Context: an optimization exercise on an open-source flow, tuned for small area. The choices shown serve that exercise and are no tape-out recipe.
The RTL was checked by simulation tests, not by an equivalence proof against the original design.
No activity file was given, so power comes from the tool's default toggle rates.

$ cat config.mk
export PLATFORM = sky130hd
export DESIGN_NAME = NEO
export DESIGN_NICKNAME = NEO
export VERILOG_FILES = /design/flow/design.v
export SDC_FILE = /design/flow/constraint.sdc
export NUM_CORES = 4
export LEC_CHECK = 0
export CAP_MARGIN = 20
export CORE_MARGIN = 2
export CORE_UTILIZATION = 40
export SLEW_MARGIN = 20
export SYNTH_HIERARCHICAL = 1
$ cat constraint.sdc
create_clock -name core_clock -period 9.0 [get_ports {clk}]
set_input_delay 1.8000 -clock core_clock [delete_from_list [all_inputs] [get_ports {clk}]]
set_output_delay 1.8000 -clock core_clock [all_outputs]
set_load 0.01 [all_outputs]
$ cat design.v
module NEO (Enable, Load, clk, rst, Full, Data_out, Data_in, write_en);
  input Enable, Load, clk, Full, rst;
  input signed [15:0] Data_in;
  output signed [31:0] Data_out;
  output write_en;
  reg state;
  wire start = state & ~Full;
  assign write_en = start & Load;
  always @(posedge clk or posedge rst)
    if (rst) state <= 1'b0;
    else if (state) state <= ~Full;
    else state <= Enable;
  reg signed [15:0] PP, Prev, Current, Ahead;
  wire [31:0] psi;
  always @(posedge clk)
    if (rst) begin
      PP <= 0; Prev <= 0; Current <= 0; Ahead <= 0;
    end else if (start) begin
      PP <= Prev; Prev <= Current; Current <= Ahead; Ahead <= Data_in;
    end
  assign Data_out = psi;
  wire n0 = Prev[1] & ~Prev[0];
  wire n1 = Prev[2] ^ Prev[1];
  wire n2 = (Prev[3] & ~Prev[2] & ~Prev[1]) | (~Prev[3] & Prev[2] & Prev[1]);
  wire n3 = ~(~Prev[3] & (Prev[2] | Prev[1]));
  wire n4 = ~(Prev[0] ^ n3);
  wire n5 = ~(Prev[1] ^ n3);
  wire n6 = ~n3;
  wire n7 = Prev[4] ^ Prev[3];
  wire n8 = (Prev[5] & ~Prev[4] & ~Prev[3]) | (~Prev[5] & Prev[4] & Prev[3]);
  wire n9 = ~(~Prev[5] & (Prev[4] | Prev[3]));
  wire n10 = ~(Prev[0] ^ n9);
  wire n11 = ~(Prev[1] ^ n9);
  wire n12 = ~(Prev[2] ^ n9);
  wire n13 = ~(Prev[3] ^ n9);
  wire n14 = ~n9;
  wire n15 = Prev[6] ^ Prev[5];
  wire n16 = (Prev[7] & ~Prev[6] & ~Prev[5]) | (~Prev[7] & Prev[6] & Prev[5]);
  wire n17 = ~(~Prev[7] & (Prev[6] | Prev[5]));
  wire n18 = ~(Prev[0] ^ n17);
  wire n19 = ~(Prev[1] ^ n17);
  wire n20 = ~(Prev[2] ^ n17);
  wire n21 = ~(Prev[3] ^ n17);
  wire n22 = ~(Prev[4] ^ n17);
  wire n23 = ~(Prev[5] ^ n17);
  wire n24 = ~n17;
  wire n25 = Prev[8] ^ Prev[7];
  wire n26 = (Prev[9] & ~Prev[8] & ~Prev[7]) | (~Prev[9] & Prev[8] & Prev[7]);
  wire n27 = ~(~Prev[9] & (Prev[8] | Prev[7]));
  wire n28 = ~(Prev[0] ^ n27);
  wire n29 = ~(Prev[1] ^ n27);
  wire n30 = ~(Prev[2] ^ n27);
  wire n31 = ~(Prev[3] ^ n27);
  wire n32 = ~(Prev[4] ^ n27);
  wire n33 = ~(Prev[5] ^ n27);
  wire n34 = ~(Prev[6] ^ n27);
  wire n35 = ~(Prev[7] ^ n27);
  wire n36 = ~n27;
  wire n37 = Prev[10] ^ Prev[9];
  wire n38 = (Prev[11] & ~Prev[10] & ~Prev[9]) | (~Prev[11] & Prev[10] & Prev[9]);
  wire n39 = ~(~Prev[11] & (Prev[10] | Prev[9]));
  wire n40 = ~(Prev[0] ^ n39);
  wire n41 = ~(Prev[1] ^ n39);
  wire n42 = ~(Prev[2] ^ n39);
  wire n43 = ~(Prev[3] ^ n39);
  wire n44 = ~(Prev[4] ^ n39);
  wire n45 = ~(Prev[5] ^ n39);
  wire n46 = ~(Prev[6] ^ n39);
  wire n47 = ~(Prev[7] ^ n39);
  wire n48 = ~(Prev[8] ^ n39);
  wire n49 = ~(Prev[9] ^ n39);
  wire n50 = ~n39;
  wire n51 = Prev[12] ^ Prev[11];
  wire n52 = (Prev[13] & ~Prev[12] & ~Prev[11]) | (~Prev[13] & Prev[12] & Prev[11]);
  wire n53 = ~(~Prev[13] & (Prev[12] | Prev[11]));
  wire n54 = ~(Prev[0] ^ n53);
  wire n55 = ~(Prev[1] ^ n53);
  wire n56 = ~(Prev[2] ^ n53);
  wire n57 = ~(Prev[3] ^ n53);
  wire n58 = ~(Prev[4] ^ n53);
  wire n59 = ~(Prev[5] ^ n53);
  wire n60 = ~(Prev[6] ^ n53);
  wire n61 = ~(Prev[7] ^ n53);
  wire n62 = ~(Prev[8] ^ n53);
  wire n63 = ~(Prev[9] ^ n53);
  wire n64 = ~(Prev[10] ^ n53);
  wire n65 = ~(Prev[11] ^ n53);
  wire n66 = ~n53;
  wire n67 = Prev[14] ^ Prev[13];
  wire n68 = (Prev[15] & ~Prev[14] & ~Prev[13]) | (~Prev[15] & Prev[14] & Prev[13]);
  wire n69 = ~(~Prev[15] & (Prev[14] | Prev[13]));
  wire n70 = ~(Prev[0] ^ n69);
  wire n71 = ~(Prev[1] ^ n69);
  wire n72 = ~(Prev[2] ^ n69);
  wire n73 = ~(Prev[3] ^ n69);
  wire n74 = ~(Prev[4] ^ n69);
  wire n75 = ~(Prev[5] ^ n69);
  wire n76 = ~(Prev[6] ^ n69);
  wire n77 = ~(Prev[7] ^ n69);
  wire n78 = ~(Prev[8] ^ n69);
  wire n79 = ~(Prev[9] ^ n69);
  wire n80 = ~(Prev[10] ^ n69);
  wire n81 = ~(Prev[11] ^ n69);
  wire n82 = ~(Prev[12] ^ n69);
  wire n83 = ~(Prev[13] ^ n69);
  wire n84 = ~n69;
  wire n85 = Current[0] ^ 1'b0;
  wire n86 = (Current[1] & ~Current[0] & ~1'b0) | (~Current[1] & Current[0] & 1'b0);
  wire n87 = ~(Current[1] & ~(Current[0] & 1'b0));
  wire n88 = ~(PP[0] ^ n87);
  wire n89 = ~(PP[1] ^ n87);
  wire n90 = ~(PP[2] ^ n87);
  wire n91 = ~(PP[3] ^ n87);
  wire n92 = ~(PP[4] ^ n87);
  wire n93 = ~(PP[5] ^ n87);
  wire n94 = ~(PP[6] ^ n87);
  wire n95 = ~(PP[7] ^ n87);
  wire n96 = ~(PP[8] ^ n87);
  wire n97 = ~(PP[9] ^ n87);
  wire n98 = ~(PP[10] ^ n87);
  wire n99 = ~(PP[11] ^ n87);
  wire n100 = ~(PP[12] ^ n87);
  wire n101 = ~(PP[13] ^ n87);
  wire n102 = ~(PP[14] ^ n87);
  wire n103 = ~(PP[15] ^ n87);
  wire n104 = ~n87;
  wire n105 = Current[2] ^ Current[1];
  wire n106 = (Current[3] & ~Current[2] & ~Current[1]) | (~Current[3] & Current[2] & Current[1]);
  wire n107 = ~(Current[3] & ~(Current[2] & Current[1]));
  wire n108 = ~(PP[0] ^ n107);
  wire n109 = ~(PP[1] ^ n107);
  wire n110 = ~(PP[2] ^ n107);
  wire n111 = ~(PP[3] ^ n107);
  wire n112 = ~(PP[4] ^ n107);
  wire n113 = ~(PP[5] ^ n107);
  wire n114 = ~(PP[6] ^ n107);
  wire n115 = ~(PP[7] ^ n107);
  wire n116 = ~(PP[8] ^ n107);
  wire n117 = ~(PP[9] ^ n107);
  wire n118 = ~(PP[10] ^ n107);
  wire n119 = ~(PP[11] ^ n107);
  wire n120 = ~(PP[12] ^ n107);
  wire n121 = ~(PP[13] ^ n107);
  wire n122 = ~(PP[14] ^ n107);
  wire n123 = ~(PP[15] ^ n107);
  wire n124 = ~n107;
  wire n125 = Current[4] ^ Current[3];
  wire n126 = (Current[5] & ~Current[4] & ~Current[3]) | (~Current[5] & Current[4] & Current[3]);
  wire n127 = ~(Current[5] & ~(Current[4] & Current[3]));
  wire n128 = ~(PP[0] ^ n127);
  wire n129 = ~(PP[1] ^ n127);
  wire n130 = ~(PP[2] ^ n127);
  wire n131 = ~(PP[3] ^ n127);
  wire n132 = ~(PP[4] ^ n127);
  wire n133 = ~(PP[5] ^ n127);
  wire n134 = ~(PP[6] ^ n127);
  wire n135 = ~(PP[7] ^ n127);
  wire n136 = ~(PP[8] ^ n127);
  wire n137 = ~(PP[9] ^ n127);
  wire n138 = ~(PP[10] ^ n127);
  wire n139 = ~(PP[11] ^ n127);
  wire n140 = ~(PP[12] ^ n127);
  wire n141 = ~(PP[13] ^ n127);
  wire n142 = ~(PP[14] ^ n127);
  wire n143 = ~(PP[15] ^ n127);
  wire n144 = ~n127;
  wire n145 = Current[6] ^ Current[5];
  wire n146 = (Current[7] & ~Current[6] & ~Current[5]) | (~Current[7] & Current[6] & Current[5]);
  wire n147 = ~(Current[7] & ~(Current[6] & Current[5]));
  wire n148 = ~(PP[0] ^ n147);
  wire n149 = ~(PP[1] ^ n147);
  wire n150 = ~(PP[2] ^ n147);
  wire n151 = ~(PP[3] ^ n147);
  wire n152 = ~(PP[4] ^ n147);
  wire n153 = ~(PP[5] ^ n147);
  wire n154 = ~(PP[6] ^ n147);
  wire n155 = ~(PP[7] ^ n147);
  wire n156 = ~(PP[8] ^ n147);
  wire n157 = ~(PP[9] ^ n147);
  wire n158 = ~(PP[10] ^ n147);
  wire n159 = ~(PP[11] ^ n147);
  wire n160 = ~(PP[12] ^ n147);
  wire n161 = ~(PP[13] ^ n147);
  wire n162 = ~(PP[14] ^ n147);
  wire n163 = ~(PP[15] ^ n147);
  wire n164 = ~n147;
  wire n165 = Current[8] ^ Current[7];
  wire n166 = (Current[9] & ~Current[8] & ~Current[7]) | (~Current[9] & Current[8] & Current[7]);
  wire n167 = ~(Current[9] & ~(Current[8] & Current[7]));
  wire n168 = ~(PP[0] ^ n167);
  wire n169 = ~(PP[1] ^ n167);
  wire n170 = ~(PP[2] ^ n167);
  wire n171 = ~(PP[3] ^ n167);
  wire n172 = ~(PP[4] ^ n167);
  wire n173 = ~(PP[5] ^ n167);
  wire n174 = ~(PP[6] ^ n167);
  wire n175 = ~(PP[7] ^ n167);
  wire n176 = ~(PP[8] ^ n167);
  wire n177 = ~(PP[9] ^ n167);
  wire n178 = ~(PP[10] ^ n167);
  wire n179 = ~(PP[11] ^ n167);
  wire n180 = ~(PP[12] ^ n167);
  wire n181 = ~(PP[13] ^ n167);
  wire n182 = ~(PP[14] ^ n167);
  wire n183 = ~(PP[15] ^ n167);
  wire n184 = ~n167;
  wire n185 = Current[10] ^ Current[9];
  wire n186 = (Current[11] & ~Current[10] & ~Current[9]) | (~Current[11] & Current[10] & Current[9]);
  wire n187 = ~(Current[11] & ~(Current[10] & Current[9]));
  wire n188 = ~(PP[0] ^ n187);
  wire n189 = ~(PP[1] ^ n187);
  wire n190 = ~(PP[2] ^ n187);
  wire n191 = ~(PP[3] ^ n187);
  wire n192 = ~(PP[4] ^ n187);
  wire n193 = ~(PP[5] ^ n187);
  wire n194 = ~(PP[6] ^ n187);
  wire n195 = ~(PP[7] ^ n187);
  wire n196 = ~(PP[8] ^ n187);
  wire n197 = ~(PP[9] ^ n187);
  wire n198 = ~(PP[10] ^ n187);
  wire n199 = ~(PP[11] ^ n187);
  wire n200 = ~(PP[12] ^ n187);
  wire n201 = ~(PP[13] ^ n187);
  wire n202 = ~(PP[14] ^ n187);
  wire n203 = ~(PP[15] ^ n187);
  wire n204 = ~n187;
  wire n205 = Current[12] ^ Current[11];
  wire n206 = (Current[13] & ~Current[12] & ~Current[11]) | (~Current[13] & Current[12] & Current[11]);
  wire n207 = ~(Current[13] & ~(Current[12] & Current[11]));
  wire n208 = ~(PP[0] ^ n207);
  wire n209 = ~(PP[1] ^ n207);
  wire n210 = ~(PP[2] ^ n207);
  wire n211 = ~(PP[3] ^ n207);
  wire n212 = ~(PP[4] ^ n207);
  wire n213 = ~(PP[5] ^ n207);
  wire n214 = ~(PP[6] ^ n207);
  wire n215 = ~(PP[7] ^ n207);
  wire n216 = ~(PP[8] ^ n207);
  wire n217 = ~(PP[9] ^ n207);
  wire n218 = ~(PP[10] ^ n207);
  wire n219 = ~(PP[11] ^ n207);
  wire n220 = ~(PP[12] ^ n207);
  wire n221 = ~(PP[13] ^ n207);
  wire n222 = ~(PP[14] ^ n207);
  wire n223 = ~(PP[15] ^ n207);
  wire n224 = ~n207;
  wire n225 = Current[14] ^ Current[13];
  wire n226 = (Current[15] & ~Current[14] & ~Current[13]) | (~Current[15] & Current[14] & Current[13]);
  wire n227 = ~(Current[15] & ~(Current[14] & Current[13]));
  wire n228 = ~(PP[0] ^ n227);
  wire n229 = ~(PP[1] ^ n227);
  wire n230 = ~(PP[2] ^ n227);
  wire n231 = ~(PP[3] ^ n227);
  wire n232 = ~(PP[4] ^ n227);
  wire n233 = ~(PP[5] ^ n227);
  wire n234 = ~(PP[6] ^ n227);
  wire n235 = ~(PP[7] ^ n227);
  wire n236 = ~(PP[8] ^ n227);
  wire n237 = ~(PP[9] ^ n227);
  wire n238 = ~(PP[10] ^ n227);
  wire n239 = ~(PP[11] ^ n227);
  wire n240 = ~(PP[12] ^ n227);
  wire n241 = ~(PP[13] ^ n227);
  wire n242 = ~(PP[14] ^ n227);
  wire n243 = ~(PP[15] ^ n227);
  wire n244 = ~n227;
  wire n245 = 1'b1 ^ n16;
  wire n246 = 1'b1 & n16;
  wire n247, n248;
  FA un247 (.a(1'b1), .b(n69), .c(~((n25 & n34) | (n26 & n33))), .s(n247), .co(n248));
  wire n249 = n25 ^ ~((n25 & n35) | (n26 & n34));
  wire n250 = n25 & ~((n25 & n35) | (n26 & n34));
  wire n251 = 1'b1 ^ n7;
  wire n252 = 1'b1 & n7;
  wire n253 = n27 ^ ((n7 | n8) & n13);
  wire n254 = n27 & ((n7 | n8) & n13);
  wire n255, n256;
  FA un255 (.a(1'b1), .b(n8), .c(n187), .s(n255), .co(n256));
  wire n257 = ~((n15 & n21) | (n16 & n20)) ^ ~((n25 & n29) | (n26 & n28));
  wire n258 = ~((n15 & n21) | (n16 & n20)) & ~((n25 & n29) | (n26 & n28));
  wire n259, n260;
  FA un259 (.a(1'b1), .b(n39), .c(~((n15 & n22) | (n16 & n21))), .s(n259), .co(n260));
  wire n261, n262;
  FA un261 (.a(~((n25 & n30) | (n26 & n29))), .b(~((n37 & n40) | (n38 & n50))), .c(~((n85 & n99) | (n86 & n98))), .s(n261), .co(n262));
  wire n263, n264;
  FA un263 (.a(1'b1), .b(n15), .c(n207), .s(n263), .co(n264));
  wire n265, n266;
  FA un265 (.a(~((n15 & n23) | (n16 & n22))), .b(~((n25 & n31) | (n26 & n30))), .c(~((n37 & n41) | (n38 & n40))), .s(n265), .co(n266));
  wire n267, n268;
  FA un267 (.a(~((n85 & n100) | (n86 & n99))), .b(~((n105 & n118) | (n106 & n117))), .c(~((n125 & n136) | (n126 & n135))), .s(n267), .co(n268));
  wire n269, n270;
  FA un269 (.a(n53), .b(((n15 | n16) & n23)), .c(~((n25 & n32) | (n26 & n31))), .s(n269), .co(n270));
  wire n271, n272;
  FA un271 (.a(~((n37 & n42) | (n38 & n41))), .b(~((n51 & n54) | (n52 & n66))), .c(~((n85 & n101) | (n86 & n100))), .s(n271), .co(n272));
  wire n273, n274;
  FA un273 (.a(~((n105 & n119) | (n106 & n118))), .b(~((n125 & n137) | (n126 & n136))), .c(~((n145 & n155) | (n146 & n154))), .s(n273), .co(n274));
  wire n275, n276;
  FA un275 (.a(n227), .b(n245), .c(~((n25 & n33) | (n26 & n32))), .s(n275), .co(n276));
  wire n277, n278;
  FA un277 (.a(~((n37 & n43) | (n38 & n42))), .b(~((n51 & n55) | (n52 & n54))), .c(~((n85 & n102) | (n86 & n101))), .s(n277), .co(n278));
  wire n279, n280;
  FA un279 (.a(~((n105 & n120) | (n106 & n119))), .b(~((n125 & n138) | (n126 & n137))), .c(~((n145 & n156) | (n146 & n155))), .s(n279), .co(n280));
  wire n281 = ~((n165 & n174) | (n166 & n173)) ^ ~((n185 & n192) | (n186 & n191));
  wire n282 = ~((n165 & n174) | (n166 & n173)) & ~((n185 & n192) | (n186 & n191));
  wire n283, n284;
  FA un283 (.a(n246), .b(~((n37 & n44) | (n38 & n43))), .c(~((n51 & n56) | (n52 & n55))), .s(n283), .co(n284));
  wire n285, n286;
  FA un285 (.a(~((n67 & n70) | (n68 & n84))), .b(~((n85 & n103) | (n86 & n102))), .c(~((n105 & n121) | (n106 & n120))), .s(n285), .co(n286));
  wire n287, n288;
  FA un287 (.a(~((n125 & n139) | (n126 & n138))), .b(~((n145 & n157) | (n146 & n156))), .c(~((n165 & n175) | (n166 & n174))), .s(n287), .co(n288));
  wire n289, n290;
  FA un289 (.a(~((n185 & n193) | (n186 & n192))), .b(~((n205 & n211) | (n206 & n210))), .c(~((n225 & n229) | (n226 & n228))), .s(n289), .co(n290));
  wire n291, n292;
  FA un291 (.a(~((n37 & n45) | (n38 & n44))), .b(~((n51 & n57) | (n52 & n56))), .c(~((n67 & n71) | (n68 & n70))), .s(n291), .co(n292));
  wire n293, n294;
  FA un293 (.a(((n85 & n103) | (n86 & n103))), .b(~((n105 & n122) | (n106 & n121))), .c(~((n125 & n140) | (n126 & n139))), .s(n293), .co(n294));
  wire n295, n296;
  FA un295 (.a(~((n145 & n158) | (n146 & n157))), .b(~((n165 & n176) | (n166 & n175))), .c(~((n185 & n194) | (n186 & n193))), .s(n295), .co(n296));
  wire n297, n298;
  FA un297 (.a(~((n205 & n212) | (n206 & n211))), .b(~((n225 & n230) | (n226 & n229))), .c(n249), .s(n297), .co(n298));
  wire n299, n300;
  FA un299 (.a(((n25 | n26) & n35)), .b(~((n37 & n46) | (n38 & n45))), .c(~((n51 & n58) | (n52 & n57))), .s(n299), .co(n300));
  wire n301, n302;
  FA un301 (.a(~((n67 & n72) | (n68 & n71))), .b(~((n105 & n123) | (n106 & n122))), .c(~((n125 & n141) | (n126 & n140))), .s(n301), .co(n302));
  wire n303, n304;
  FA un303 (.a(~((n145 & n159) | (n146 & n158))), .b(~((n165 & n177) | (n166 & n176))), .c(~((n185 & n195) | (n186 & n194))), .s(n303), .co(n304));
  wire n305 = ~((n205 & n213) | (n206 & n212)) ^ ~((n225 & n231) | (n226 & n230));
  wire n306 = ~((n205 & n213) | (n206 & n212)) & ~((n225 & n231) | (n226 & n230));
  wire n307, n308;
  FA un307 (.a(n26), .b(~((n37 & n47) | (n38 & n46))), .c(~((n51 & n59) | (n52 & n58))), .s(n307), .co(n308));
  wire n309, n310;
  FA un309 (.a(~((n67 & n73) | (n68 & n72))), .b(((n105 & n123) | (n106 & n123))), .c(~((n125 & n142) | (n126 & n141))), .s(n309), .co(n310));
  wire n311, n312;
  FA un311 (.a(~((n145 & n160) | (n146 & n159))), .b(~((n165 & n178) | (n166 & n177))), .c(~((n185 & n196) | (n186 & n195))), .s(n311), .co(n312));
  wire n313, n314;
  FA un313 (.a(1'b1), .b(~((n37 & n48) | (n38 & n47))), .c(~((n51 & n60) | (n52 & n59))), .s(n313), .co(n314));
  wire n315, n316;
  FA un315 (.a(~((n67 & n74) | (n68 & n73))), .b(~((n125 & n143) | (n126 & n142))), .c(~((n145 & n161) | (n146 & n160))), .s(n315), .co(n316));
  wire n317, n318;
  FA un317 (.a(n37), .b(~((n37 & n49) | (n38 & n48))), .c(~((n51 & n61) | (n52 & n60))), .s(n317), .co(n318));
  wire n319 = ~((n67 & n75) | (n68 & n74)) ^ ((n125 & n143) | (n126 & n143));
  wire n320 = ~((n67 & n75) | (n68 & n74)) & ((n125 & n143) | (n126 & n143));
  wire n321 = ((n37 | n38) & n49) ^ ~((n51 & n62) | (n52 & n61));
  wire n322 = ((n37 | n38) & n49) & ~((n51 & n62) | (n52 & n61));
  wire n323 = 1'b1 ^ n9;
  wire n324 = 1'b1 & n9;
  wire n325, n326;
  FA un325 (.a(1'b1), .b(n2), .c(n147), .s(n325), .co(n326));
  wire n327 = ~((n7 & n11) | (n8 & n10)) ^ ~((n85 & n94) | (n86 & n93));
  wire n328 = ~((n7 & n11) | (n8 & n10)) & ~((n85 & n94) | (n86 & n93));
  wire n329, n330;
  FA un329 (.a(1'b1), .b(n17), .c(~((n7 & n12) | (n8 & n11))), .s(n329), .co(n330));
  wire n331, n332;
  FA un331 (.a(~((n15 & n18) | (n16 & n24))), .b(~((n85 & n95) | (n86 & n94))), .c(~((n105 & n113) | (n106 & n112))), .s(n331), .co(n332));
  wire n333, n334;
  FA un333 (.a(n167), .b(n251), .c(~((n7 & n13) | (n8 & n12))), .s(n333), .co(n334));
  wire n335, n336;
  FA un335 (.a(~((n15 & n19) | (n16 & n18))), .b(~((n85 & n96) | (n86 & n95))), .c(~((n105 & n114) | (n106 & n113))), .s(n335), .co(n336));
  wire n337 = ~((n125 & n132) | (n126 & n131)) ^ ~((n145 & n150) | (n146 & n149));
  wire n338 = ~((n125 & n132) | (n126 & n131)) & ~((n145 & n150) | (n146 & n149));
  wire n339, n340;
  FA un339 (.a(n252), .b(~((n15 & n20) | (n16 & n19))), .c(~((n25 & n28) | (n26 & n36))), .s(n339), .co(n340));
  wire n341, n342;
  FA un341 (.a(~((n85 & n97) | (n86 & n96))), .b(~((n105 & n115) | (n106 & n114))), .c(~((n125 & n133) | (n126 & n132))), .s(n341), .co(n342));
  wire n343, n344;
  FA un343 (.a(~((n145 & n151) | (n146 & n150))), .b(~((n165 & n169) | (n166 & n168))), .c(n253), .s(n343), .co(n344));
  wire n345, n346;
  FA un345 (.a(~((n85 & n98) | (n86 & n97))), .b(~((n105 & n116) | (n106 & n115))), .c(~((n125 & n134) | (n126 & n133))), .s(n345), .co(n346));
  wire n347, n348;
  FA un347 (.a(~((n145 & n152) | (n146 & n151))), .b(~((n165 & n170) | (n166 & n169))), .c(~((n185 & n188) | (n186 & n204))), .s(n347), .co(n348));
  wire n349, n350;
  FA un349 (.a(n255), .b(n254), .c(n257), .s(n349), .co(n350));
  wire n351, n352;
  FA un351 (.a(~((n105 & n117) | (n106 & n116))), .b(~((n125 & n135) | (n126 & n134))), .c(~((n145 & n153) | (n146 & n152))), .s(n351), .co(n352));
  wire n353, n354;
  FA un353 (.a(~((n165 & n171) | (n166 & n170))), .b(~((n185 & n189) | (n186 & n188))), .c(n256), .s(n353), .co(n354));
  wire n355, n356;
  FA un355 (.a(n258), .b(n259), .c(n261), .s(n355), .co(n356));
  wire n357, n358;
  FA un357 (.a(~((n145 & n154) | (n146 & n153))), .b(~((n165 & n172) | (n166 & n171))), .c(~((n185 & n190) | (n186 & n189))), .s(n357), .co(n358));
  wire n359, n360;
  FA un359 (.a(~((n205 & n208) | (n206 & n224))), .b(n263), .c(n260), .s(n359), .co(n360));
  wire n361, n362;
  FA un361 (.a(n262), .b(n265), .c(n267), .s(n361), .co(n362));
  wire n363, n364;
  FA un363 (.a(~((n165 & n173) | (n166 & n172))), .b(~((n185 & n191) | (n186 & n190))), .c(~((n205 & n209) | (n206 & n208))), .s(n363), .co(n364));
  wire n365, n366;
  FA un365 (.a(n264), .b(n266), .c(n268), .s(n365), .co(n366));
  wire n367, n368;
  FA un367 (.a(n269), .b(n271), .c(n273), .s(n367), .co(n368));
  wire n369, n370;
  FA un369 (.a(~((n205 & n210) | (n206 & n209))), .b(~((n225 & n228) | (n226 & n244))), .c(n281), .s(n369), .co(n370));
  wire n371, n372;
  FA un371 (.a(n270), .b(n272), .c(n274), .s(n371), .co(n372));
  wire n373, n374;
  FA un373 (.a(n275), .b(n277), .c(n279), .s(n373), .co(n374));
  wire n375, n376;
  FA un375 (.a(n282), .b(n276), .c(n278), .s(n375), .co(n376));
  wire n377, n378;
  FA un377 (.a(n280), .b(n247), .c(n283), .s(n377), .co(n378));
  wire n379, n380;
  FA un379 (.a(n285), .b(n287), .c(n289), .s(n379), .co(n380));
  wire n381, n382;
  FA un381 (.a(n248), .b(n284), .c(n286), .s(n381), .co(n382));
  wire n383, n384;
  FA un383 (.a(n288), .b(n290), .c(n291), .s(n383), .co(n384));
  wire n385, n386;
  FA un385 (.a(n293), .b(n295), .c(n297), .s(n385), .co(n386));
  wire n387, n388;
  FA un387 (.a(n250), .b(n305), .c(n292), .s(n387), .co(n388));
  wire n389, n390;
  FA un389 (.a(n294), .b(n296), .c(n299), .s(n389), .co(n390));
  wire n391, n392;
  FA un391 (.a(n301), .b(n303), .c(n298), .s(n391), .co(n392));
  wire n393, n394;
  FA un393 (.a(~((n205 & n214) | (n206 & n213))), .b(~((n225 & n232) | (n226 & n231))), .c(n306), .s(n393), .co(n394));
  wire n395, n396;
  FA un395 (.a(n300), .b(n302), .c(n304), .s(n395), .co(n396));
  wire n397, n398;
  FA un397 (.a(n307), .b(n309), .c(n311), .s(n397), .co(n398));
  wire n399, n400;
  FA un399 (.a(~((n165 & n179) | (n166 & n178))), .b(~((n185 & n197) | (n186 & n196))), .c(~((n205 & n215) | (n206 & n214))), .s(n399), .co(n400));
  wire n401, n402;
  FA un401 (.a(~((n225 & n233) | (n226 & n232))), .b(n308), .c(n310), .s(n401), .co(n402));
  wire n403, n404;
  FA un403 (.a(n312), .b(n313), .c(n315), .s(n403), .co(n404));
  wire n405, n406;
  FA un405 (.a(~((n145 & n162) | (n146 & n161))), .b(~((n165 & n180) | (n166 & n179))), .c(~((n185 & n198) | (n186 & n197))), .s(n405), .co(n406));
  wire n407, n408;
  FA un407 (.a(~((n205 & n216) | (n206 & n215))), .b(~((n225 & n234) | (n226 & n233))), .c(n319), .s(n407), .co(n408));
  wire n409, n410;
  FA un409 (.a(n314), .b(n316), .c(n317), .s(n409), .co(n410));
  wire n411, n412;
  FA un411 (.a(~((n67 & n76) | (n68 & n75))), .b(~((n145 & n163) | (n146 & n162))), .c(~((n165 & n181) | (n166 & n180))), .s(n411), .co(n412));
  wire n413, n414;
  FA un413 (.a(~((n185 & n199) | (n186 & n198))), .b(~((n205 & n217) | (n206 & n216))), .c(~((n225 & n235) | (n226 & n234))), .s(n413), .co(n414));
  wire n415, n416;
  FA un415 (.a(n320), .b(n321), .c(n318), .s(n415), .co(n416));
  wire n417, n418;
  FA un417 (.a(n38), .b(~((n51 & n63) | (n52 & n62))), .c(~((n67 & n77) | (n68 & n76))), .s(n417), .co(n418));
  wire n419, n420;
  FA un419 (.a(((n145 & n163) | (n146 & n163))), .b(~((n165 & n182) | (n166 & n181))), .c(~((n185 & n200) | (n186 & n199))), .s(n419), .co(n420));
  wire n421, n422;
  FA un421 (.a(~((n205 & n218) | (n206 & n217))), .b(~((n225 & n236) | (n226 & n235))), .c(n322), .s(n421), .co(n422));
  wire n423, n424;
  FA un423 (.a(1'b1), .b(~((n51 & n64) | (n52 & n63))), .c(~((n67 & n78) | (n68 & n77))), .s(n423), .co(n424));
  wire n425, n426;
  FA un425 (.a(~((n165 & n183) | (n166 & n182))), .b(~((n185 & n201) | (n186 & n200))), .c(~((n205 & n219) | (n206 & n218))), .s(n425), .co(n426));
  wire n427, n428;
  FA un427 (.a(n51), .b(~((n51 & n65) | (n52 & n64))), .c(~((n67 & n79) | (n68 & n78))), .s(n427), .co(n428));
  wire n429 = ((n165 & n183) | (n166 & n183)) ^ ~((n185 & n202) | (n186 & n201));
  wire n430 = ((n165 & n183) | (n166 & n183)) & ~((n185 & n202) | (n186 & n201));
  wire n431 = ((n51 | n52) & n65) ^ ~((n67 & n80) | (n68 & n79));
  wire n432 = ((n51 | n52) & n65) & ~((n67 & n80) | (n68 & n79));
  wire n433, n434;
  FA un433 (.a(n1), .b(n127), .c(~((n1 & n5) | (n2 & n4))), .s(n433), .co(n434));
  wire n435, n436;
  FA un435 (.a(n323), .b(((n1 | n2) & n5)), .c(~((n7 & n10) | (n8 & n14))), .s(n435), .co(n436));
  wire n437 = ~((n85 & n93) | (n86 & n92)) ^ ~((n105 & n111) | (n106 & n110));
  wire n438 = ~((n85 & n93) | (n86 & n92)) & ~((n105 & n111) | (n106 & n110));
  wire n439, n440;
  FA un439 (.a(n324), .b(~((n105 & n112) | (n106 & n111))), .c(~((n125 & n130) | (n126 & n129))), .s(n439), .co(n440));
  wire n441, n442;
  FA un441 (.a(~((n145 & n148) | (n146 & n164))), .b(n325), .c(n327), .s(n441), .co(n442));
  wire n443, n444;
  FA un443 (.a(~((n125 & n131) | (n126 & n130))), .b(~((n145 & n149) | (n146 & n148))), .c(n326), .s(n443), .co(n444));
  wire n445, n446;
  FA un445 (.a(n328), .b(n329), .c(n331), .s(n445), .co(n446));
  wire n447, n448;
  FA un447 (.a(~((n165 & n168) | (n166 & n184))), .b(n337), .c(n330), .s(n447), .co(n448));
  wire n449, n450;
  FA un449 (.a(n332), .b(n333), .c(n335), .s(n449), .co(n450));
  wire n451, n452;
  FA un451 (.a(n338), .b(n334), .c(n336), .s(n451), .co(n452));
  wire n453, n454;
  FA un453 (.a(n339), .b(n341), .c(n343), .s(n453), .co(n454));
  wire n455, n456;
  FA un455 (.a(n340), .b(n342), .c(n345), .s(n455), .co(n456));
  wire n457, n458;
  FA un457 (.a(n347), .b(n344), .c(n349), .s(n457), .co(n458));
  wire n459, n460;
  FA un459 (.a(n346), .b(n348), .c(n351), .s(n459), .co(n460));
  wire n461, n462;
  FA un461 (.a(n353), .b(n350), .c(n355), .s(n461), .co(n462));
  wire n463, n464;
  FA un463 (.a(n352), .b(n354), .c(n357), .s(n463), .co(n464));
  wire n465, n466;
  FA un465 (.a(n356), .b(n359), .c(n361), .s(n465), .co(n466));
  wire n467, n468;
  FA un467 (.a(n358), .b(n363), .c(n360), .s(n467), .co(n468));
  wire n469, n470;
  FA un469 (.a(n362), .b(n365), .c(n367), .s(n469), .co(n470));
  wire n471, n472;
  FA un471 (.a(n364), .b(n369), .c(n366), .s(n471), .co(n472));
  wire n473, n474;
  FA un473 (.a(n368), .b(n371), .c(n373), .s(n473), .co(n474));
  wire n475, n476;
  FA un475 (.a(n370), .b(n372), .c(n374), .s(n475), .co(n476));
  wire n477, n478;
  FA un477 (.a(n375), .b(n377), .c(n379), .s(n477), .co(n478));
  wire n479, n480;
  FA un479 (.a(n376), .b(n378), .c(n380), .s(n479), .co(n480));
  wire n481, n482;
  FA un481 (.a(n381), .b(n383), .c(n385), .s(n481), .co(n482));
  wire n483, n484;
  FA un483 (.a(n382), .b(n384), .c(n387), .s(n483), .co(n484));
  wire n485, n486;
  FA un485 (.a(n389), .b(n391), .c(n386), .s(n485), .co(n486));
  wire n487, n488;
  FA un487 (.a(n393), .b(n388), .c(n390), .s(n487), .co(n488));
  wire n489, n490;
  FA un489 (.a(n395), .b(n397), .c(n392), .s(n489), .co(n490));
  wire n491, n492;
  FA un491 (.a(n399), .b(n394), .c(n396), .s(n491), .co(n492));
  wire n493, n494;
  FA un493 (.a(n398), .b(n401), .c(n403), .s(n493), .co(n494));
  wire n495, n496;
  FA un495 (.a(n400), .b(n405), .c(n407), .s(n495), .co(n496));
  wire n497, n498;
  FA un497 (.a(n402), .b(n404), .c(n409), .s(n497), .co(n498));
  wire n499, n500;
  FA un499 (.a(n406), .b(n411), .c(n413), .s(n499), .co(n500));
  wire n501, n502;
  FA un501 (.a(n408), .b(n410), .c(n415), .s(n501), .co(n502));
  wire n503, n504;
  FA un503 (.a(n412), .b(n414), .c(n417), .s(n503), .co(n504));
  wire n505, n506;
  FA un505 (.a(n419), .b(n421), .c(n416), .s(n505), .co(n506));
  wire n507, n508;
  FA un507 (.a(~((n225 & n237) | (n226 & n236))), .b(n418), .c(n420), .s(n507), .co(n508));
  wire n509, n510;
  FA un509 (.a(n423), .b(n425), .c(n422), .s(n509), .co(n510));
  wire n511, n512;
  FA un511 (.a(~((n205 & n220) | (n206 & n219))), .b(~((n225 & n238) | (n226 & n237))), .c(n429), .s(n511), .co(n512));
  wire n513, n514;
  FA un513 (.a(n424), .b(n426), .c(n427), .s(n513), .co(n514));
  wire n515, n516;
  FA un515 (.a(~((n185 & n203) | (n186 & n202))), .b(~((n205 & n221) | (n206 & n220))), .c(~((n225 & n239) | (n226 & n238))), .s(n515), .co(n516));
  wire n517, n518;
  FA un517 (.a(n430), .b(n431), .c(n428), .s(n517), .co(n518));
  wire n519, n520;
  FA un519 (.a(n52), .b(~((n67 & n81) | (n68 & n80))), .c(((n185 & n203) | (n186 & n203))), .s(n519), .co(n520));
  wire n521, n522;
  FA un521 (.a(~((n205 & n222) | (n206 & n221))), .b(~((n225 & n240) | (n226 & n239))), .c(n432), .s(n521), .co(n522));
  wire n523, n524;
  FA un523 (.a(1'b1), .b(~((n67 & n82) | (n68 & n81))), .c(~((n205 & n223) | (n206 & n222))), .s(n523), .co(n524));
  wire n525 = n67 ^ ~((n67 & n83) | (n68 & n82));
  wire n526 = n67 & ~((n67 & n83) | (n68 & n82));
  wire n527 = n0 ^ n107;
  wire n528 = n0 & n107;
  wire n529, n530;
  FA un529 (.a(n3), .b(~((n1 & n4) | (n2 & n6))), .c(~((n85 & n91) | (n86 & n90))), .s(n529), .co(n530));
  wire n531, n532;
  FA un531 (.a(~((n85 & n92) | (n86 & n91))), .b(~((n105 & n110) | (n106 & n109))), .c(~((n125 & n128) | (n126 & n144))), .s(n531), .co(n532));
  wire n533, n534;
  FA un533 (.a(~((n125 & n129) | (n126 & n128))), .b(n437), .c(n434), .s(n533), .co(n534));
  wire n535, n536;
  FA un535 (.a(n438), .b(n436), .c(n439), .s(n535), .co(n536));
  wire n537, n538;
  FA un537 (.a(n440), .b(n443), .c(n442), .s(n537), .co(n538));
  wire n539, n540;
  FA un539 (.a(n444), .b(n446), .c(n447), .s(n539), .co(n540));
  wire n541, n542;
  FA un541 (.a(n448), .b(n450), .c(n451), .s(n541), .co(n542));
  wire n543, n544;
  FA un543 (.a(n452), .b(n455), .c(n454), .s(n543), .co(n544));
  wire n545, n546;
  FA un545 (.a(n456), .b(n459), .c(n458), .s(n545), .co(n546));
  wire n547, n548;
  FA un547 (.a(n460), .b(n463), .c(n462), .s(n547), .co(n548));
  wire n549, n550;
  FA un549 (.a(n464), .b(n467), .c(n466), .s(n549), .co(n550));
  wire n551, n552;
  FA un551 (.a(n468), .b(n471), .c(n470), .s(n551), .co(n552));
  wire n553, n554;
  FA un553 (.a(n472), .b(n475), .c(n474), .s(n553), .co(n554));
  wire n555, n556;
  FA un555 (.a(n476), .b(n479), .c(n478), .s(n555), .co(n556));
  wire n557, n558;
  FA un557 (.a(n480), .b(n483), .c(n482), .s(n557), .co(n558));
  wire n559, n560;
  FA un559 (.a(n484), .b(n487), .c(n489), .s(n559), .co(n560));
  wire n561, n562;
  FA un561 (.a(n488), .b(n491), .c(n493), .s(n561), .co(n562));
  wire n563, n564;
  FA un563 (.a(n495), .b(n492), .c(n494), .s(n563), .co(n564));
  wire n565, n566;
  FA un565 (.a(n499), .b(n496), .c(n501), .s(n565), .co(n566));
  wire n567, n568;
  FA un567 (.a(n500), .b(n503), .c(n505), .s(n567), .co(n568));
  wire n569, n570;
  FA un569 (.a(n504), .b(n507), .c(n509), .s(n569), .co(n570));
  wire n571, n572;
  FA un571 (.a(n511), .b(n508), .c(n513), .s(n571), .co(n572));
  wire n573, n574;
  FA un573 (.a(n515), .b(n512), .c(n514), .s(n573), .co(n574));
  wire n575, n576;
  FA un575 (.a(n516), .b(n519), .c(n521), .s(n575), .co(n576));
  wire n577, n578;
  FA un577 (.a(~((n225 & n241) | (n226 & n240))), .b(n520), .c(n523), .s(n577), .co(n578));
  wire n579, n580;
  FA un579 (.a(((n205 & n223) | (n206 & n223))), .b(~((n225 & n242) | (n226 & n241))), .c(n525), .s(n579), .co(n580));
  wire n581 = ((n67 | n68) & n83) ^ ~((n225 & n243) | (n226 & n242));
  wire n582 = ((n67 | n68) & n83) & ~((n225 & n243) | (n226 & n242));
  wire n583 = Prev[0] ^ n87;
  wire n584 = Prev[0] & n87;
  wire n585 = n527 ^ ~((n85 & n90) | (n86 & n89));
  wire n586 = n527 & ~((n85 & n90) | (n86 & n89));
  wire n587, n588;
  FA un587 (.a(n528), .b(~((n105 & n109) | (n106 & n108))), .c(n529), .s(n587), .co(n588));
  wire n589, n590;
  FA un589 (.a(n530), .b(n433), .c(n531), .s(n589), .co(n590));
  wire n591, n592;
  FA un591 (.a(n532), .b(n435), .c(n533), .s(n591), .co(n592));
  wire n593, n594;
  FA un593 (.a(n441), .b(n534), .c(n535), .s(n593), .co(n594));
  wire n595, n596;
  FA un595 (.a(n536), .b(n445), .c(n537), .s(n595), .co(n596));
  wire n597, n598;
  FA un597 (.a(n449), .b(n538), .c(n539), .s(n597), .co(n598));
  wire n599, n600;
  FA un599 (.a(n453), .b(n540), .c(n541), .s(n599), .co(n600));
  wire n601, n602;
  FA un601 (.a(n457), .b(n542), .c(n543), .s(n601), .co(n602));
  wire n603, n604;
  FA un603 (.a(n461), .b(n544), .c(n545), .s(n603), .co(n604));
  wire n605, n606;
  FA un605 (.a(n465), .b(n546), .c(n547), .s(n605), .co(n606));
  wire n607, n608;
  FA un607 (.a(n469), .b(n548), .c(n549), .s(n607), .co(n608));
  wire n609, n610;
  FA un609 (.a(n473), .b(n550), .c(n551), .s(n609), .co(n610));
  wire n611, n612;
  FA un611 (.a(n477), .b(n552), .c(n553), .s(n611), .co(n612));
  wire n613, n614;
  FA un613 (.a(n481), .b(n554), .c(n555), .s(n613), .co(n614));
  wire n615, n616;
  FA un615 (.a(n485), .b(n556), .c(n557), .s(n615), .co(n616));
  wire n617, n618;
  FA un617 (.a(n486), .b(n558), .c(n559), .s(n617), .co(n618));
  wire n619, n620;
  FA un619 (.a(n490), .b(n561), .c(n560), .s(n619), .co(n620));
  wire n621, n622;
  FA un621 (.a(n497), .b(n562), .c(n563), .s(n621), .co(n622));
  wire n623, n624;
  FA un623 (.a(n498), .b(n564), .c(n565), .s(n623), .co(n624));
  wire n625, n626;
  FA un625 (.a(n502), .b(n567), .c(n566), .s(n625), .co(n626));
  wire n627, n628;
  FA un627 (.a(n506), .b(n569), .c(n568), .s(n627), .co(n628));
  wire n629, n630;
  FA un629 (.a(n510), .b(n571), .c(n570), .s(n629), .co(n630));
  wire n631, n632;
  FA un631 (.a(n517), .b(n573), .c(n572), .s(n631), .co(n632));
  wire n633, n634;
  FA un633 (.a(n518), .b(n575), .c(n574), .s(n633), .co(n634));
  wire n635, n636;
  FA un635 (.a(n522), .b(n577), .c(n576), .s(n635), .co(n636));
  wire n637, n638;
  FA un637 (.a(n524), .b(n579), .c(n578), .s(n637), .co(n638));
  wire n639, n640;
  FA un639 (.a(n526), .b(n581), .c(n580), .s(n639), .co(n640));
  wire n641, n642;
  FA un641 (.a(n68), .b(((n225 & n243) | (n226 & n243))), .c(n582), .s(n641), .co(n642));
  wire n643 = ~((n85 & n88) | (n86 & n104)) ^ n583;
  wire n644 = ~((n85 & n88) | (n86 & n104)) & n583;
  wire n645, n646;
  FA un645 (.a(~((n85 & n89) | (n86 & n88))), .b(n584), .c(n644), .s(n645), .co(n646));
  wire n647, n648;
  FA un647 (.a(~((n105 & n108) | (n106 & n124))), .b(n585), .c(n646), .s(n647), .co(n648));
  wire n649, n650;
  FA un649 (.a(n587), .b(n586), .c(n648), .s(n649), .co(n650));
  wire n651, n652;
  FA un651 (.a(n589), .b(n588), .c(n650), .s(n651), .co(n652));
  wire n653, n654;
  FA un653 (.a(n591), .b(n590), .c(n652), .s(n653), .co(n654));
  wire n655, n656;
  FA un655 (.a(n593), .b(n592), .c(n654), .s(n655), .co(n656));
  wire n657, n658;
  FA un657 (.a(n595), .b(n594), .c(n656), .s(n657), .co(n658));
  wire [23:0] fa0 = {1'b1, n641, n639, n637, n635, n633, n631, n629, n627, n625, n623, n621, n619, n617, n615, n613, n611, n609, n607, n605, n603, n601, n599, n597};
  wire [23:0] fa1 = {n642, n640, n638, n636, n634, n632, n630, n628, n626, n624, n622, n620, n618, n616, n614, n612, n610, n608, n606, n604, n602, n600, n598, n596};
  wire [23:0] g0 = fa0 & fa1;
  wire [23:0] p0 = fa0 ^ fa1;
  wire n659 = g0[0] | (p0[0] & n658);
  wire n660 = g0[1] | (p0[1] & n659);
  wire n661 = p0[1] & p0[0];
  wire n662 = g0[3] | (p0[3] & g0[2]);
  wire n663 = p0[3] & p0[2];
  wire n664 = g0[5] | (p0[5] & g0[4]);
  wire n665 = p0[5] & p0[4];
  wire n666 = g0[7] | (p0[7] & g0[6]);
  wire n667 = p0[7] & p0[6];
  wire n668 = g0[9] | (p0[9] & g0[8]);
  wire n669 = p0[9] & p0[8];
  wire n670 = g0[11] | (p0[11] & g0[10]);
  wire n671 = p0[11] & p0[10];
  wire n672 = g0[13] | (p0[13] & g0[12]);
  wire n673 = p0[13] & p0[12];
  wire n674 = g0[15] | (p0[15] & g0[14]);
  wire n675 = p0[15] & p0[14];
  wire n676 = g0[17] | (p0[17] & g0[16]);
  wire n677 = p0[17] & p0[16];
  wire n678 = g0[19] | (p0[19] & g0[18]);
  wire n679 = p0[19] & p0[18];
  wire n680 = g0[21] | (p0[21] & g0[20]);
  wire n681 = p0[21] & p0[20];
  wire n682 = g0[23] | (p0[23] & g0[22]);
  wire n683 = p0[23] & p0[22];
  wire n684 = n662 | (n663 & n660);
  wire n685 = n663 & n661;
  wire n686 = n666 | (n667 & n664);
  wire n687 = n667 & n665;
  wire n688 = n670 | (n671 & n668);
  wire n689 = n671 & n669;
  wire n690 = n674 | (n675 & n672);
  wire n691 = n675 & n673;
  wire n692 = n678 | (n679 & n676);
  wire n693 = n679 & n677;
  wire n694 = n682 | (n683 & n680);
  wire n695 = n683 & n681;
  wire n696 = n686 | (n687 & n684);
  wire n697 = n687 & n685;
  wire n698 = n690 | (n691 & n688);
  wire n699 = n691 & n689;
  wire n700 = n694 | (n695 & n692);
  wire n701 = n695 & n693;
  wire n702 = n698 | (n699 & n696);
  wire n703 = n699 & n697;
  wire n704 = n700 | (n701 & n702);
  wire n705 = n701 & n703;
  wire n706 = n688 | (n689 & n696);
  wire n707 = n689 & n697;
  wire n708 = n692 | (n693 & n702);
  wire n709 = n693 & n703;
  wire n710 = n664 | (n665 & n684);
  wire n711 = n665 & n685;
  wire n712 = n668 | (n669 & n696);
  wire n713 = n669 & n697;
  wire n714 = n672 | (n673 & n706);
  wire n715 = n673 & n707;
  wire n716 = n676 | (n677 & n702);
  wire n717 = n677 & n703;
  wire n718 = n680 | (n681 & n708);
  wire n719 = n681 & n709;
  wire n720 = g0[2] | (p0[2] & n660);
  wire n721 = p0[2] & n661;
  wire n722 = g0[4] | (p0[4] & n684);
  wire n723 = p0[4] & n685;
  wire n724 = g0[6] | (p0[6] & n710);
  wire n725 = p0[6] & n711;
  wire n726 = g0[8] | (p0[8] & n696);
  wire n727 = p0[8] & n697;
  wire n728 = g0[10] | (p0[10] & n712);
  wire n729 = p0[10] & n713;
  wire n730 = g0[12] | (p0[12] & n706);
  wire n731 = p0[12] & n707;
  wire n732 = g0[14] | (p0[14] & n714);
  wire n733 = p0[14] & n715;
  wire n734 = g0[16] | (p0[16] & n702);
  wire n735 = p0[16] & n703;
  wire n736 = g0[18] | (p0[18] & n716);
  wire n737 = p0[18] & n717;
  wire n738 = g0[20] | (p0[20] & n708);
  wire n739 = p0[20] & n709;
  wire n740 = g0[22] | (p0[22] & n718);
  wire n741 = p0[22] & n719;
  wire n742 = p0[0] ^ n658;
  wire n743 = p0[1] ^ n659;
  wire n744 = p0[2] ^ n660;
  wire n745 = p0[3] ^ n720;
  wire n746 = p0[4] ^ n684;
  wire n747 = p0[5] ^ n722;
  wire n748 = p0[6] ^ n710;
  wire n749 = p0[7] ^ n724;
  wire n750 = p0[8] ^ n696;
  wire n751 = p0[9] ^ n726;
  wire n752 = p0[10] ^ n712;
  wire n753 = p0[11] ^ n728;
  wire n754 = p0[12] ^ n706;
  wire n755 = p0[13] ^ n730;
  wire n756 = p0[14] ^ n714;
  wire n757 = p0[15] ^ n732;
  wire n758 = p0[16] ^ n702;
  wire n759 = p0[17] ^ n734;
  wire n760 = p0[18] ^ n716;
  wire n761 = p0[19] ^ n736;
  wire n762 = p0[20] ^ n708;
  wire n763 = p0[21] ^ n738;
  wire n764 = p0[22] ^ n718;
  wire n765 = p0[23] ^ n740;
  wire [23:0] fsum = {n765, n764, n763, n762, n761, n760, n759, n758, n757, n756, n755, n754, n753, n752, n751, n750, n749, n748, n747, n746, n745, n744, n743, n742};
  assign psi = {fsum, n657, n655, n653, n651, n649, n647, n645, n643};
endmodule
module FA (a, b, c, s, co);
  input a, b, c;
  output s, co;
  assign s = a ^ b ^ c;
  assign co = (a & b) | (a & c) | (b & c);
endmodule
$ cat flow/run.sh
#!/bin/bash
# Own layout flow: the standard ORFS flow (standard.sh, unchanged
# synthesis), with these changes to the layout steps:
#  - port buffers use the smallest buffer cell (every port still gets one);
#  - ABC's buffers are removed at floorplan and global placement is not
#    timing driven (no gain-based rebuffering; timing repair still runs);
#  - clock tree built from small clock buffers, without dummy loads.
# Each step's output goes to its own log here; ORFS's own logs are under orfs/logs.
set -euo pipefail
export BUFFER_PORTS_ARGS="-buffer_cell sky130_fd_sc_hd__buf_1"
export REMOVE_ABC_BUFFERS=1
export GPL_TIMING_DRIVEN=0
export CTS_ARGS="-sink_clustering_enable -repair_clock_nets -dont_use_dummy_load -buf_list sky130_fd_sc_hd__clkbuf_2 -root_buf sky130_fd_sc_hd__clkbuf_4"
bash standard.sh synth > synth.log 2>&1
bash standard.sh finish > layout.log 2>&1
$ cat standard.sh
#!/bin/bash
# synth_recipe.tcl (not shown) runs the flow's synth.tcl, then flattens the netlist and writes it again
# the make line also repeats each setting of config.mk as NAME=value (left out here)
make -C /OpenROAD-flow-scripts/flow DESIGN_CONFIG=/design/flow/config.mk WORK_HOME=/design/flow/orfs CLKGATE_MAP_FILE= SYNTH_SCRIPT=/design/flow/synth_recipe.tcl "${@:-finish}"
==> results.txt, run 1 <==
Final layout
The final standard cell count with taps included and fillers excluded is ~1600. In the final layout, the multi-input gates occupy approximately 9600 sq um. Leaving out fill and tap cells, the most frequent cell in the layout is fa_1. The area taken by flip-flops and latches is roughly 1300 sq um. At the end of the flow, the number of nets in the layout was 1478. Of the cells placed in the final design, the portion with a size suffix greater than 1 is 6.64%. From synthesis to final layout, the design area changed by 2.84%. After routing the design area is roughly 12000 sq um. The count of inserted antenna diode cells is 0.

The fill cell total of the finished layout is roughly 2800. Leaving out fill and tap cells, the most frequent cells in the layout are fa_1, xnor2_1, nand2_1.

Placed design
After detailed placement, the total cell area comes to about 12000 sq um. In this run the tool buffered the top-level ports with between 50 and 60 buffer cells. The sum of net half-perimeters after detailed placement is between 20000 and 25000 um. The weighted congestion at the end of routability-driven global placement is between 0.9 and 1.

The number of instances in the placed design is about 1600.

Logic synthesis
The area share of the largest cell type after synthesis is around a third. Synthesis inferred between 60 and 70 register bits. The share of the Yosys chip area taken by registers is 11.1%.

The mean post-synth cell area is approximately 9.3 sq um. The synthesized instance count is around 1300. The synthesized design contains 0 enable-type register cells. Yosys printed 7 warnings. By area the synthesized netlist is led by fa_1, xnor2_1, dfxtp_1. The post-synthesis cell type with the largest combined area is fa_1. Of all flip-flops after synthesis, the portion carrying an async set or reset was 1.54%. The number of distinct standard cells referenced by the synthesized netlist is 50. The post-synth design cell area is between 10000 and 15000 sq um. The most frequently used flop master after synthesis is dfxtp_1.

STA
The post-route clock period utilization is between 90% and 100%. The count of final hold-check violations is 0. The max-slew violation count was 0. Static timing analysis puts the maximum clock frequency at approximately 0.12 GHz. The total negative setup slack is 0 ns. Setup violations remaining at the end of the flow were counted as 0. The final hold slack is around 0.43 ns. Clock skew on the completed layout was measured at roughly 0.03 ns. The worst path needs 8.62 ns of the cycle, external delays included. The worst-margin pin slew is 0.965 ns. The worst slew margin relative to its limit is a little over a third.

Detailed routing
The first routing iteration left 552 violations. The detail-routed via count per cell is 5.39. The first TritonRoute pass finished after 5 iterations. The final layout contains routed wiring with a total length of around 29000 um.

The count of nets left with antenna violations once routing finished came out at 0. After detailed routing, the average wire length per cell comes to about 18 um. The final route contains approximately 8600 vias.

In the routed design, unresolved DRC markers number 0.

Global routing
The number of global-route vias before repair is 8779. The total overflow left after global routing is 0. Entering global routing, the biggest net connects 66 pins. The aggregate global-route resource usage is between 10% and 20%. The number of antenna violations at the first check in global routing came to 0. The first global-routing pass estimated between 40000 and 50000 um of wire.

Power and ir drop
After layout, the design draws a total of about 750 uW. Dividing total power by cell area gives a power density of ~62 nW/um^2. The leakage power total is around 0.0034 uW.

The highest ir drop seen on vdd is ~0.00008 V.

Clock network
Clock tree synthesis inserted a total of 9 buffers. The clock insertion delay at the later pin of the skew report is about 0.42 ns. The total number of H-tree levels is 3. The library cell used as clock root buffer is clkbuf_4. The hold buffer count at cts is 0.

TritonCTS built the clock tree. After clock tree synthesis, the clock-pin slew on the worst setup and hold paths is around 0.10 ns. The clock passes through at most 2 buffers. The count of clock tree sinks is 65.

Worst setup path
The number of cells traversed by the worst register-to-register path is 5. The slowest stage of the critical path is the dfxtp_1 cell. The delay of the slowest critical-path stage is approximately 0.58 ns.

The path type of the worst setup path is flip-flop to output pin. The critical path crosses 21 cells after its start point. The kind of start point of the critical path is a flip-flop. The highest net fanout along the worst path is 9. The endpoint of the lowest-slack register-to-register path is Prev[0]$_SDFFE_PP0P_. The arrival time reported for the critical path endpoint is just under 7 ns.

STA puts the critical path data required time at just over 7 ns. In this run the register-to-register setup slack is roughly 7.4 ns. Traced cell by cell, the critical path runs through inv_2 -> ha_1 -> or2_1 -> clkinv_2 -> xnor2_1 -> a22oi_1 -> fa_1 -> fa_1 -> fa_1 -> fa_1 -> inv_1 -> fa_1 -> fa_2 -> nand2b_1 -> a21o_4 -> a211oi_4 -> a211oi_2 -> buf_4 -> o211ai_2 -> fa_1 -> buf_1. The worst setup path is captured at an output pin.

The cell seen most often among critical-path stages is fa_1. The total buffers and inverters traversed by the critical path is 5. On the critical path the largest part of the delay comes from adder cells. In this run the critical register-to-register path is launched from state$_DFF_PP0_.

Die
The total core area is approximately 29000 sq um. Row generation in the floorplan step produced a little over 60 rows. The overall die width is roughly 180 um. The floorplan step defined a die boundary enclosing around 31000 sq um.

54 I/O pins were placed. The height of the die is 175 um. The initial core utilization is approximately two fifths.

Status
The flow ran to the end and the layout has no timing, DRC or antenna violations.

Hold path
The endpoint of the worst hold-timing path is Current[1]$_SDFFE_PP0P_. The worst hold path was traced through 2 stages. The path class of the tightest hold or removal check is flip-flop to flip-flop. The start point of the worst min-delay path is Ahead[1]$_SDFFE_PP0P_.

Job
The max capacitance violation total is 0.
==> modules after synthesis (local to each module, per instance) <==
| module | flops+latches | cells |
|---|---|---|
| NEO | 65 | 1069 |
| FA | 0 | 1 |
==> tightest hold or removal path, cell delays in order, from the launching register on <==
cell and delay [ns]:
dfxtp_1 0.32, nand2_1 0.05, a21oi_1 0.05
==> cell type report <==
class                      instances  area share (%)
sequential                        65            11.0
tap                              384            3.98
timing repair inverter             1          0.0415
clock buffer                       9           0.560
multi-input combinational        998            79.4
inverter                          62            2.09
timing repair buffer              69            2.99
==> logic make-up (layout without fill, tap and decap cells) <==
kind of cell | Yosys count | after routing | share of synthesized area, %
other | 1 | 9 | 0.0320
buffers and inverters | 200 | 141 | 8.64
adder cells (fa/ha/maj) | 251 | 251 | 39.5
AND/OR/NAND/NOR | 235 | 235 | 8.62
flip-flops | 65 | 65 | 11.1
XOR/XNOR | 180 | 180 | 13.4
multiplexers | 1 | 1 | 0.0853
AO/OA/AOI/OAI | 322 | 322 | 18.5
==> per-layer routing <==
| layer | GRT usage [%] | part of all wire [%] |
|---|---|---|
| met2 | 32.7 | 49 |
| met3 | 2.18 | 4.0 |
| met5 | 0 | 0 |
| met4 | 5.56 | 2.6 |
| met1 | 26.0 | 45 |
==> what timing repair did <==
action / 4_1_cts / 5_1_grt
endpoints found under the hold margin: 0 / 0
setup endpoints to repair: 11 / 15
gates cloned: 1 / 0
pin swaps: 2 / 2
buffers inserted: 5 / 7
gates resized for setup: 12 / 25
==> sequential cells by signal, summed over array words and instances (netlist names) <==
register  count
Ahead        16
state         1
Current      16
PP           16
Prev         16
==> per-stage QoR <==
stage          setup WS, ns  utilization, %
2_1_floorplan         0.998               -
3_3_place_gp         0.0272            40.5
3_5_place_dp         0.0921            40.9
4_1_cts              0.0449            41.4
5_1_grt             -0.0156            41.9
6_report              0.379            41.9
==> worst max path at each step <==
stage,start,end,slack (ns)
after floorplan,Current[0]$_SDFFE_PP0P_,Data_out[29],1.0
after global placement,Current[0]$_SDFFE_PP0P_,Data_out[29],0.03
after detailed placement,Prev[9]$_SDFFE_PP0P_,Data_out[29],0.09
after CTS,Prev[1]$_SDFFE_PP0P_,Data_out[27],0.04
after global routing,Prev[2]$_SDFFE_PP0P_,Data_out[31],-0.02
final,Prev[3]$_SDFFE_PP0P_,Data_out[30],0.38
==> power breakdown <==
group	internal, uW	switching, uW
clock	46.4	90.7
sequential	294	8.40
combinational	124	190
==> Yosys cell counts (3+ instances only) <==
master / instances
buf_2: 35
inv_1: 53
buf_4: 42
o21ai_2: 4
nand2b_1: 13
xor2_1: 8
nor2_1: 30
fa_1: 199
nand2_1: 155
buf_6: 7
a22oi_1: 152
a2bb2oi_1: 5
dfxtp_1: 64
a21o_1: 3
and3_1: 6
o21a_1: 10
a211oi_1: 15
a31oi_1: 16
o21ai_0: 12
clkbuf_2: 6
clkbuf_1: 28
inv_2: 4
clkinv_1: 4
nand3_1: 5
xnor2_1: 172
o21ai_1: 6
a21oi_1: 88
buf_1: 20
nor2b_1: 18
ha_1: 52
==> run 2: changes to the inputs <==
--- a/flow/run.sh
+++ b/flow/run.sh
@@ -11,5 +11,6 @@
 export REMOVE_ABC_BUFFERS=1
 export GPL_TIMING_DRIVEN=0
-export CTS_ARGS="-sink_clustering_enable -repair_clock_nets -dont_use_dummy_load -buf_list sky130_fd_sc_hd__clkbuf_2 -root_buf sky130_fd_sc_hd__clkbuf_4"
+export RECOVER_POWER=100
+export CTS_ARGS="-sink_clustering_enable -repair_clock_nets -dont_use_dummy_load -buf_list sky130_fd_sc_hd__clkbuf_4 -root_buf sky130_fd_sc_hd__clkbuf_8"
 bash standard.sh synth > synth.log 2>&1
 bash standard.sh finish > layout.log 2>&1
==> results.txt, run 2 <==
Placed design
The sum of net half-perimeters after detailed placement is 22900 um (unchanged). The number of instances in the placed design is 1566 (unchanged). The cell area after placement is 11800 sq um (unchanged). The count of buffers from port buffering was 53 (unchanged). The pre-CTS setup slack is 0.0921 ns (unchanged). The weighted congestion at the end of routability-driven global placement is 0.921 (unchanged).

Worst setup path
The path type of the worst setup path is flip-flop to output pin (unchanged). The kind of start point of the critical path is a flip-flop (unchanged). The arrival time reported for the critical path endpoint is 6.90 ns (was 6.82 ns). The number of cells traversed by the worst register-to-register path is 2 (was 5). The required time reported for the critical path endpoint is 7.20 ns (about the same).

The nature of the critical path endpoint is an output pin (unchanged). The highest net fanout along the worst path was 9 (unchanged).

Power and ir drop
The ratio of total power to cell area is 66.5 nW/um^2 (was 62.5 nW/um^2). The highest ir drop seen on vdd is 0.0000847 V (was 0.0000798 V). The leakage power total is 0.00337 uW (was 0.00341 uW).

Status
Status: complete, but fails checks (was complete, no violations). The violated checks flagged are max-capacitance violations, max-slew violations.

STA
The clock period minus worst slack is 8.70 ns (was 8.62 ns). The max-slew violation count was 66 (was 0). The final hold slack was 0.441 ns (was 0.434 ns). The setup slack of the critical path after layout is 0.305 ns (was 0.379 ns). The maximum achievable frequency is 0.115 GHz (was 0.116 GHz). The post-route clock period utilization is 96.6% (was 95.8%). The worst-margin pin slew is 2.38 ns (was 0.965 ns). The number of failing setup endpoints in the final timing report is 0 (unchanged). The clock skew is 0.0184 ns (was 0.0304 ns). The worst slew margin relative to its limit is -58.5% (was 35.7%). Setup repair after global routing left no endpoint under its margin. The count of final hold-check violations is 0 (unchanged). The total negative setup slack is 0 ns (unchanged).

Die
The overall die width was 175 um (unchanged). The initial core utilization was 40.8% (unchanged). The number of placement rows came to 62 (unchanged). The die area is 30700 sq um (unchanged).

The total core area is 28800 sq um (unchanged). The count of pins on the block boundary came to 54 (unchanged). The height of the die is 175 um (unchanged).

Logic synthesis
The area share of the largest cell type after synthesis is 34.0% (unchanged). The adder-cell area share of the yosys netlist is 39.5% (unchanged). The share of synthesized cell area in and, or, nand and nor gates came to 8.62% (unchanged). The XOR/XNOR share of the synthesized area is 13.4% (unchanged).

The most frequently used flop master after synthesis was dfxtp_1 (unchanged). The post-synth design cell area came to 11700 sq um (unchanged). The number of enable flip-flop cells after synthesis is 0 (unchanged). The combinational family with the most area after synthesis is adder cells (unchanged). The flip-flop and latch count after synthesis is 65 (unchanged). Most common library cells after synthesis: fa_1, xnor2_1, nand2_1 (unchanged). The async set-reset flop share out of synthesis is 1.54% (unchanged). The post-synthesis cell type with the largest combined area is fa_1 (unchanged). The total of warnings raised by yosys came to 7 (unchanged).

The proportion of synthesized chip area in sequential cells is 11.1% (unchanged). Top cells by area in the synthesized netlist: fa_1, xnor2_1, dfxtp_1 (unchanged). The synthesized-area fraction occupied by ao, oa, aoi and oai cells was 18.5% (unchanged). The mean post-synth cell area is 9.35 sq um (unchanged).

The number of distinct standard cells referenced by the synthesized netlist was 50 (unchanged). The post-synthesis mux area share came to 0.0853% (unchanged). The most numerous cell in the Yosys netlist is fa_1 (unchanged). The synthesized instance count is 1255 (unchanged).

Global routing
The number of global-route vias before repair is 8731 (was 8779). The largest net degree at the start of global routing is 66 (unchanged). The first-pass GRT wire length is 46600 um (was 46900 um). The aggregate global-route resource usage came to 19.1% (was 19.3%).

The number of antenna violations at the first check in global routing is 0 (unchanged). The overflow left after global routing was 0 (unchanged).

Final layout
The net count of the finished layout is 1470 (was 1478). The most frequent standard cell in the layout excluding fill and tap cells is fa_1 (unchanged). The count of inserted antenna diode cells came to 0 (unchanged). The fill cell total of the finished layout is 2830 (was 2833). The share of cells above drive strength 1 came to 5.02% (was 6.64%).

Commonest cells after routing, fill and taps aside: fa_1, xnor2_1, nand2_1 (unchanged). The final standard cell count with taps included and fillers excluded is 1580 (was 1588). The growth of design area from synthesis to finish is 2.25% (was 2.84%). The summed area of non-filler cells in the final layout is 12000 sq um (was 12100 sq um).

Detailed routing
The number of nets still failing antenna checks after routing is 0 (unchanged). The detail-routed via count per cell is 5.40 (was 5.39). The final wirelength was 28500 um (was 28600 um). The vias after detailed routing came to 8526 (was 8552). The number of DRC violations after detailed routing is 0 (unchanged). The detailed-routing iteration count for the pre-antenna-repair pass is 5 (unchanged). The average detailed-routed wire length per instance came to 18.1 um (was 18.0 um). The violation count after the first detailed-routing iteration is 512 (was 552).

Hold path
The class of the most critical hold timing path was flip-flop to flip-flop (unchanged). The number of cells on the worst hold path is 2 (unchanged).

Job
The max capacitance violation total came to 1 (was 0).

Clock network
The clock tree from TritonCTS is done (unchanged). The clock insertion delay at the later pin of the skew report is 0.35 ns (was 0.42 ns). The library cell used as clock root buffer is clkbuf_8 (was clkbuf_4). The worst-case clock buffer depth is 2 (unchanged). The count of clock tree sinks is 65 (unchanged). The clock slew seen by the registers of the worst setup and hold paths is 0.06 ns (was 0.10 ns). The clock buffer count from CTS is 9 (unchanged). The hold buffer count at cts came to 0 (unchanged).

The total number of H-tree levels was 3 (unchanged).
run 2: cell count changes in the layout (fill, tap and decap cells not counted), sizes merged:
cell,delta
clkbuf,+2
clkinv,+2
buf,-10
clkinvlp,-2
run 2: worst paths after layout:
check,slack [ns],to,startpoint
worst max register to register,6.48,state$_DFF_PP0_,state$_DFF_PP0_
worst max-delay path,0.30,Data_out[30],Prev[5]$_SDFFE_PP0P_
worst min-delay path,0.44,Current[1]$_SDFFE_PP0P_,Ahead[1]$_SDFFE_PP0P_
min in group asynchronous,1.78,state$_DFF_PP0_,rst
max in group asynchronous,7.08,state$_DFF_PP0_,rst
worst min register to register,0.44,Current[1]$_SDFFE_PP0P_,Ahead[1]$_SDFFE_PP0P_
run 2: repair_timing:
action	in CTS	in global routing
resized for setup	6	18
pin swaps	1	1
cloned	0	1
setup buffers	1	3
setup endpoints to repair	7	12
run 2: metrics by stage:
stage	total power (uW)	util, %
finish	797	41.7
detailed placement	620	40.9
global route	865	41.7
global placement	610	40.5
CTS	810	41.4
floorplan	526	-
run 2: power by group:
group	total, uW	internal (uW)	switching (uW)
registers	303	295	7.87
clock network	185	88.8	96.5
logic	309	120	189
run 2: area by class of cell:
cell class / instances / area (sq um) / area share (%)
Sequential cell: 65 / 1310 / 11.0
Multi-Input combinational cell: 998 / 9540 / 79.5
Clock buffer: 9 / 124 / 1.03
Timing Repair inverter: 1 / 5.00 / 0.0417
Tap cell: 384 / 480 / 4.01
Timing Repair Buffer: 61 / 295 / 2.46
Inverter: 62 / 239 / 1.99
run 2: worst max-delay path: stages, from the launching register on:
cell and delay, ns:
dfxtp_1 0.56, clkinvlp_4 0.29, ha_1 0.29, nor2_4 0.21
inv_1 0.15, and3_1 0.20, a21oi_1 0.24, fa_1 0.46
fa_1 0.44, fa_1 0.49, fa_1 0.49, inv_1 0.05
fa_1 0.40, fa_1 0.42, nand2b_1 0.20, a21o_4 0.24
a211oi_4 0.35, a211oi_2 0.12, buf_4 0.16, o211ai_2 0.20
fa_1 0.44, buf_1 0.14
run 2: layer usage:
layer | wire length (um) | share of wire, % | global-route usage, %
met1 | 12900 | 45 | 25.9
met2 | 13800 | 48 | 32.5
met3 | 1050 | 3.7 | 2.07
met4 | 731 | 2.6 | 5.45
met5 | 0 | 0 | 0
run 2: kinds of logic (layout without fill, tap and decap cells):
group | after synthesis | in the layout
flops | 65 | 65
fa+ha+maj | 251 | 251
simple gates | 235 | 235
compound gates | 322 | 322
other cells | 1 | 9
buf+inv | 200 | 133
mux | 1 | 1
xor+xnor | 180 | 180
run 2: Yosys stat by module, one instance, submodules excluded:
| module | flip-flops and latches | cell area [sq um] | cells inside |
|---|---|---|---|
| FA | 0 | 20.0 | 1 |
| NEO | 65 | 8010 | 1069 |

[re-timing with driven ports]
The results above use ideal ports. As a check the final layouts listed here were re-extracted and re-timed, cells and wires unchanged. Step 1 (the two cells are an assumption about what drives the block):
set clk [get_ports {clk}]
set_driving_cell -lib_cell sky130_fd_sc_hd__clkbuf_16 $clk
set_driving_cell -lib_cell sky130_fd_sc_hd__buf_2 [delete_from_list [all_inputs] $clk]
Step 2 times the ports against the registers' clock, not the clock port: input delays grow and output delays shrink by t, the midpoint of the rising clock arrivals with the driver on. Slacks: ideal ports / drivers / drivers and shift; pairs: ideal ports / drivers.
run | shift t [ns] | setup WS [ns] | latest minus earliest clock arrival (ns) | worst register clock-pin slew, ns | pins driven straight from the clock port
run 1 | 0.442 | 0.379 / 0.346 / 0.788 | 0.032 / 0.032 | 0.11 / 0.11 | 1
run 2 | 0.377 | 0.305 / 0.271 / 0.647 | 0.021 / 0.021 | 0.08 / 0.08 | 1
